Background: an optimization exercise with open tools, aiming at small area and a short achievable clock period. Do not read the settings as production practice.
Function was checked by simulation only, so behaviour that the tests miss may differ from the original.
No activity file was given, so power comes from the tool's default toggle rates.

==> flow/design.v <==
module SM3_top
	(
		clk_in,
		reset_n_in,
		SM3_en_in,
		msg_in,
		msg_valid_in,
		is_last_word_in,
		last_word_byte_in,
		sm3_result_out,
		sm3_finished_out
	);
input				clk_in,
					reset_n_in,
					SM3_en_in;
input	[31:0]		msg_in;
input				msg_valid_in;
input				is_last_word_in;
input	[1:0]		last_word_byte_in;
output	[255:0]		sm3_result_out;
output	reg			sm3_finished_out;
localparam [255:0]	IV = {32'h7380166f, 32'h4914b2b9, 32'h172442d7, 32'hda8a0600,
						  32'ha96f30bc, 32'h163138aa, 32'he38dee4d, 32'hb0fb0e4e};
localparam [31:0]	T0 = 32'h79cc4519;
localparam [31:0]	T1 = 32'h7a879d8a;
function [31:0] rotl;
	input [31:0] x;
	input integer n;
	rotl = (x << n) | (x >> (32 - n));
endfunction
function [31:0] add32;
	input [31:0] a;
	input [31:0] b;
	reg [31:0] g, p, pg, pp;
	integer i, d;
	begin
		g = a & b;
		p = a ^ b;
		pg = g;
		pp = p;
		for (d = 1; d < 32; d = d * 2)
			for (i = 31; i >= d; i = i - 1)
				begin
					pg[i] = pg[i] | (pp[i] & pg[i - d]);
					pp[i] = pp[i] & pp[i - d];
				end
		add32 = p ^ {pg[30:0], 1'b0};
	end
endfunction
function [31:0] maj;
	input [31:0] a;
	input [31:0] b;
	input [31:0] c;
	maj = (a & b) | (a & c) | (b & c);
endfunction
wire		clr = !reset_n_in || !SM3_en_in;
reg	[6:0]	cyc;
reg			slow;		 
reg			started;	 
reg			dmode;		 
reg			fin;		 
reg			pend80;		 
reg			done;		 
reg			inw;		 
reg			lda, lde;	 
reg			earlya, earlye;	 
reg			upd0, upd1;	 
reg			updn0, updn1;	 
reg	[54:0]	blk;		 
reg	[5:0]	lenq;		 
wire		at0		= (cyc == 7'd0);
wire		start	= at0 && !done && (dmode ? (msg_valid_in && started) : 1'b1);
wire		dw		= dmode && inw && (!at0 || start);	 
wire		lastw	= dw && is_last_word_in;
wire		pw		= !dmode && inw && (!at0 || start);	 
wire [6:0]	cyc_end	= slow ? 7'd69 : 7'd68;
wire		at_end	= (cyc == cyc_end);
wire		fstart	= start && (!dmode || is_last_word_in);	 
wire		slow_n	= start ? !fstart : slow;
wire [6:0]	cyc_n	= start ? 7'd1 : (at_end || at0) ? 7'd0 : cyc + 7'd1;
always @(posedge clk_in)
	if (clr)
		begin
			cyc					<= 7'd0;
			slow				<= 1'b0;
			started				<= 1'b0;
			dmode				<= 1'b1;
			fin					<= 1'b0;
			pend80				<= 1'b0;
			done				<= 1'b0;
			inw					<= 1'b1;
			lda					<= 1'b1;
			lde					<= 1'b1;
			earlya				<= 1'b1;
			earlye				<= 1'b1;
			upd0				<= 1'b0;
			upd1				<= 1'b0;
			updn0				<= 1'b1;
			updn1				<= 1'b1;
			sm3_finished_out	<= 1'b0;
			blk					<= 55'd0;
			lenq				<= 6'd0;
		end
	else
		begin
			cyc					<= cyc_n;
			slow				<= slow_n;
			started				<= 1'b1;
			inw					<= (cyc_n < (slow_n ? 7'd16 : 7'd15));
			lda					<= (cyc_n < {6'd2, slow_n});
			lde					<= (cyc_n <= 7'd3 + slow_n);
			earlya				<= (cyc_n < {6'd10, slow_n});
			earlye				<= (cyc_n <= 7'd19 + slow_n);
			upd0				<= (cyc_n == {6'd34, slow_n});
			updn0				<= (cyc_n != {6'd34, slow_n});
			upd1				<= (cyc == (slow ? 7'd68 : 7'd67));
			updn1				<= (cyc != (slow ? 7'd68 : 7'd67));
			sm3_finished_out	<= (cyc_n == {6'd34, slow_n}) && fin;
			if (dw && cyc[3:0] == 4'd15 && (!is_last_word_in || last_word_byte_in == 2'b11))
				blk	<= blk + 55'd1;
			if (lastw)
				begin
					dmode	<= 1'b0;
					lenq	<= {cyc[3:0], 2'b00} + {4'd0, last_word_byte_in} + 6'd1;
					pend80	<= (last_word_byte_in == 2'b11) && !at0;
					fin		<= (cyc[3:0] < 4'd13) || (cyc[3:0] == 4'd13 && last_word_byte_in != 2'b11);
				end
			else if (pw)
				pend80	<= 1'b0;
			if (at_end)
				begin
					if (fin)
						done	<= 1'b1;
					else if (!dmode)
						fin		<= 1'b1;	 
				end
		end
reg	[31:0]	w0, w1, w2, w3, w4, w5, w6, w7, w8, w9, w10, w11, w12, w13, w14, w15;
wire [31:0]	fmt		= !is_last_word_in				? msg_in :
					  last_word_byte_in == 2'b00	? {msg_in[31:24], 8'h80, 16'h0} :
					  last_word_byte_in == 2'b01	? {msg_in[31:16], 8'h80, 8'h0} :
					  last_word_byte_in == 2'b10	? {msg_in[31:8],  8'h80} :
													  msg_in;
wire [31:0]	p80		= pend80 ? 32'h8000_0000 : 32'd0;
wire [31:0]	padw	= p80 |
					  ((fin && cyc[3:0] == (slow ? 4'd14 : 4'd13)) ? blk[54:23] : 32'd0) |
					  ((fin && cyc[3:0] == (slow ? 4'd15 : 4'd14)) ? {blk[22:0], lenq, 3'b000} : 32'd0);
wire [31:0]	xp		= w0 ^ w7 ^ rotl(w13, 15);
wire [31:0]	expw	= xp ^ rotl(xp, 15) ^ rotl(xp, 23) ^ rotl(w3, 7) ^ w10;
wire [31:0]	wnew	= fstart ? (dmode ? {last_word_byte_in == 2'b11, 31'd0} : 32'd0) :
					  (inw && dmode) ? fmt :
					  inw ? padw : expw;
wire [31:0]	w14new	= fstart ? (dmode ? fmt : p80) : w15;
always @(posedge clk_in)
	{w0, w1, w2, w3, w4, w5, w6, w7, w8, w9, w10, w11, w12, w13, w14, w15} <=
	{w1, w2, w3, w4, w5, w6, w7, w8, w9, w10, w11, w12, w13, w14, w14new, wnew};
wire [31:0]	wj		= w11;
wire [31:0]	wj4		= w15;
reg	[31:0]	ra, rb, rc, rd, re, rf, rg, rh;
reg	[255:0]	V;
reg	[31:0]	T;
wire [31:0]	va = V[255:224], vb = V[223:192], vc = V[191:160], vd = V[159:128];
wire [31:0]	ve = V[127:96],  vf = V[95:64],   vg = V[63:32],   vh = V[31:0];
wire [31:0]	a12		= rotl(ra, 12);
wire [31:0]	s1		= add32(a12 ^ re ^ T, {maj(a12, re, T), 1'b0} );
wire [31:0]	ss1		= rotl(s1, 7);
wire [31:0]	ff		= earlya ? (ra ^ rb ^ rc) : maj(ra, rb, rc);
wire [31:0]	gg		= earlye ? (re ^ rf ^ rg) : ((re & rf) | (~re & rg));
wire [31:0]	wp		= wj ^ wj4;
wire [31:0]	p1s		= ff ^ rd ^ wp;
wire [31:0]	p1c		= {maj(ff, rd, wp), 1'b0};
wire [31:0]	q1s		= p1s ^ p1c ^ a12;
wire [31:0]	q1c0	= maj(p1s, p1c, a12);			 
wire [31:0]	q1c1	= maj(p1s, p1c, ~a12);			 
wire [31:0]	c1s		= q1s ^ ss1;
wire [31:0]	c1c		= (ss1 & q1c1) | (~ss1 & q1c0);
wire [31:0]	tt1		= add32(c1s, {c1c[30:0], 1'b0});
wire [31:0]	p2s		= gg ^ rh ^ wj;
wire [31:0]	p2c		= {maj(gg, rh, wj), 1'b0};
wire [31:0]	c2s		= p2s ^ p2c ^ ss1;
wire [31:0]	c2c		= maj(p2s, p2c, ss1);
wire [31:0]	tt2		= add32(c2s, {c2c[30:0], 1'b0});
wire [31:0]	p0		= tt2 ^ rotl(tt2, 9) ^ rotl(tt2, 17);
wire [1:0]	lstep	= at0 ? 2'd0 : cyc[1:0] - {1'b0, slow};
wire [31:0]	a_ld	= lstep == 2'd0 ? rotl(vd, 23) :
					  lstep == 2'd1 ? rotl(vc, 23) :
					  lstep == 2'd2 ? vb : va;
wire [31:0]	e_ld	= lstep == 2'd0 ? rotl(vh, 13) :
					  lstep == 2'd1 ? rotl(vg, 13) :
					  lstep == 2'd2 ? vf : ve;
always @(posedge clk_in)
	begin
		ra	<= lda ? a_ld : tt1;
		rb	<= ra;
		rc	<= rotl(rb, 9);
		rd	<= rc;
		re	<= lde ? e_ld : p0;
		rf	<= re;
		rg	<= rotl(rf, 19);
		rh	<= rg;
		T	<= lda ? T0 : (cyc == (slow ? 7'd20 : 7'd19)) ? rotl(T1, 16) : rotl(T, 1);
	end
wire [255:0] vnext = V ^ {ra & {32{upd0}}, rb & {32{upd0}}, rc & ~{32{updn0}}, rd & ~{32{updn0}},
						  re & {32{upd1}}, rf & {32{upd1}}, rg & ~{32{updn1}}, rh & ~{32{updn1}}};
always @(posedge clk_in)
	V	<= clr ? IV : vnext;
assign	sm3_result_out	= vnext;
endmodule
clock: 9.5 ns
lec_check: 0
abc_area: 1
cap_margin: 20
core_margin: 2
core_utilization: 60
cts_buf_list: sky130_fd_sc_hd__clkbuf_8
setup_slack_margin: 4.5
slew_margin: 20
standard.sh (not shown) runs the stock make flow with config.mk's settings and CLKGATE_MAP_FILE= SYNTH_SCRIPT=/design/flow/synth_recipe.tcl, a recipe that flattens the netlist after the stock synthesis.
==> flow/flow/run.sh <==
#!/bin/bash
# Layout flow: the standard ORFS flow (standard.sh, standard synthesis
# unchanged), with two placement/CTS choices changed:
#  - the input and output port buffers are sky130_fd_sc_hd__buf_1 (the
#    smallest buffer) instead of the cell buffer_ports picks by default;
#  - clock tree synthesis adds no dummy loads; its buffers are clkbuf_8.
# The output of the whole run goes to flow_run.log in the work folder; the
# ORFS tools keep their own logs under orfs/logs/.
set -euo pipefail
export BUFFER_PORTS_ARGS="-buffer_cell sky130_fd_sc_hd__buf_1"
export CTS_ARGS="-sink_clustering_enable -repair_clock_nets -dont_use_dummy_load -buf_list sky130_fd_sc_hd__clkbuf_8"
bash standard.sh > flow_run.log 2>&1
Change:
--- a/flow/design.v
+++ b/flow/design.v
@@ -45,6 +45,23 @@
 					pp[i] = pp[i] & pp[i - d];
 				end
 		add32 = p ^ {pg[30:0], 1'b0};
+	end
+endfunction
+function [31:0] carries32;
+	input [31:0] g;
+	input [31:0] p;
+	reg [31:0] pg, pp;
+	integer i, d;
+	begin
+		pg = g;
+		pp = p;
+		for (d = 1; d < 32; d = d * 2)
+			for (i = 31; i >= d; i = i - 1)
+				begin
+					pg[i] = pg[i] | (pp[i] & pg[i - d]);
+					pp[i] = pp[i] & pp[i - d];
+				end
+		carries32 = {pg[30:0], 1'b0};
 	end
 endfunction
 function [31:0] maj;
@@ -162,23 +179,35 @@
 wire [31:0]	va = V[255:224], vb = V[223:192], vc = V[191:160], vd = V[159:128];
 wire [31:0]	ve = V[127:96],  vf = V[95:64],   vg = V[63:32],   vh = V[31:0];
 wire [31:0]	a12		= rotl(ra, 12);
-wire [31:0]	s1		= add32(a12 ^ re ^ T, {maj(a12, re, T), 1'b0} );
-wire [31:0]	ss1		= rotl(s1, 7);
 wire [31:0]	ff		= earlya ? (ra ^ rb ^ rc) : maj(ra, rb, rc);
 wire [31:0]	gg		= earlye ? (re ^ rf ^ rg) : ((re & rf) | (~re & rg));
 wire [31:0]	wp		= wj ^ wj4;
+wire [31:0]	sv		= a12 ^ re ^ T;
+wire [31:0]	so		= a12 | re;
+wire [31:0]	sa		= a12 & re;
+wire [31:0]	sp		= {T[30:0], 1'b0} & {so[30:0], 1'b0} | ~{T[30:0], 1'b0} & {sa[30:0], 1'b0};
+wire [31:0]	s1p		= sv ^ sp;									 
+wire [31:0]	s1g		= {T[30:0], 1'b0} & (sv & {so[30:0], 1'b0}) |
+					  ~{T[30:0], 1'b0} & (sv & {sa[30:0], 1'b0});	 
+wire [31:0]	s1c		= carries32(s1g, s1p);						 
+wire [31:0]	pr		= rotl(s1p, 7);
+wire [31:0]	cr		= rotl(s1c, 7);
+wire [31:0]	pa		= pr ^ a12;
 wire [31:0]	p1s		= ff ^ rd ^ wp;
 wire [31:0]	p1c		= {maj(ff, rd, wp), 1'b0};
-wire [31:0]	q1s		= p1s ^ p1c ^ a12;
-wire [31:0]	q1c0	= maj(p1s, p1c, a12);			 
-wire [31:0]	q1c1	= maj(p1s, p1c, ~a12);			 
-wire [31:0]	c1s		= q1s ^ ss1;
-wire [31:0]	c1c		= (ss1 & q1c1) | (~ss1 & q1c0);
+wire [31:0]	k1		= p1s ^ p1c ^ pa;
+wire [31:0]	q10		= maj(p1s, p1c, pa);				 
+wire [31:0]	q11		= maj(p1s, p1c, ~pa);				 
+wire [31:0]	c1s		= k1 ^ cr;
+wire [31:0]	c1c		= (cr & q11) | (~cr & q10);
 wire [31:0]	tt1		= add32(c1s, {c1c[30:0], 1'b0});
 wire [31:0]	p2s		= gg ^ rh ^ wj;
 wire [31:0]	p2c		= {maj(gg, rh, wj), 1'b0};
-wire [31:0]	c2s		= p2s ^ p2c ^ ss1;
-wire [31:0]	c2c		= maj(p2s, p2c, ss1);
+wire [31:0]	k2		= p2s ^ p2c ^ pr;
+wire [31:0]	q20		= maj(p2s, p2c, pr);
+wire [31:0]	q21		= maj(p2s, p2c, ~pr);
+wire [31:0]	c2s		= k2 ^ cr;
+wire [31:0]	c2c		= (cr & q21) | (~cr & q20);
 wire [31:0]	tt2		= add32(c2s, {c2c[30:0], 1'b0});
 wire [31:0]	p0		= tt2 ^ rotl(tt2, 9) ^ rotl(tt2, 17);
 wire [1:0]	lstep	= at0 ? 2'd0 : cyc[1:0] - {1'b0, slow};
After rerunning:
- The changed run completed without violations
- via count rises by 1.0%
- total power falls by 1.8%
- non-clock buffer count rises by 28
- die area rises by 2.6%
- global-route usage falls by 1.4 points

-- port drivers added, routing unchanged --
The results above use ideal ports. As a check the final layouts listed here were re-extracted and re-timed, cells and wires unchanged. Step 1: set_driving_cell puts a clkbuf_16 on clk_in and a buf_2 on each other input, an assumption about the parent block. Step 2 also shifts input and output timing later by t, the mid clock arrival at the registers, as if the neighbouring blocks saw the same clock. Three values: no drivers, after step 1, after step 2; two values: the first two.
| run | t, ns | slack for setup (ns) | slew at the worst register clock pin (ns) |
|---|---|---|---|
| the first run | 0.919 | 4.423 / 4.423 / 4.171 | 0.07 / 0.07 |
| the second run | 0.929 | 4.467 / 4.467 / 4.184 | 0.07 / 0.07 |
After both steps setup and hold are still met in every run listed. For the second run, which loses most, drivers alone change the setup slack by 0.000 ns; drivers and shift together by -0.283 ns.
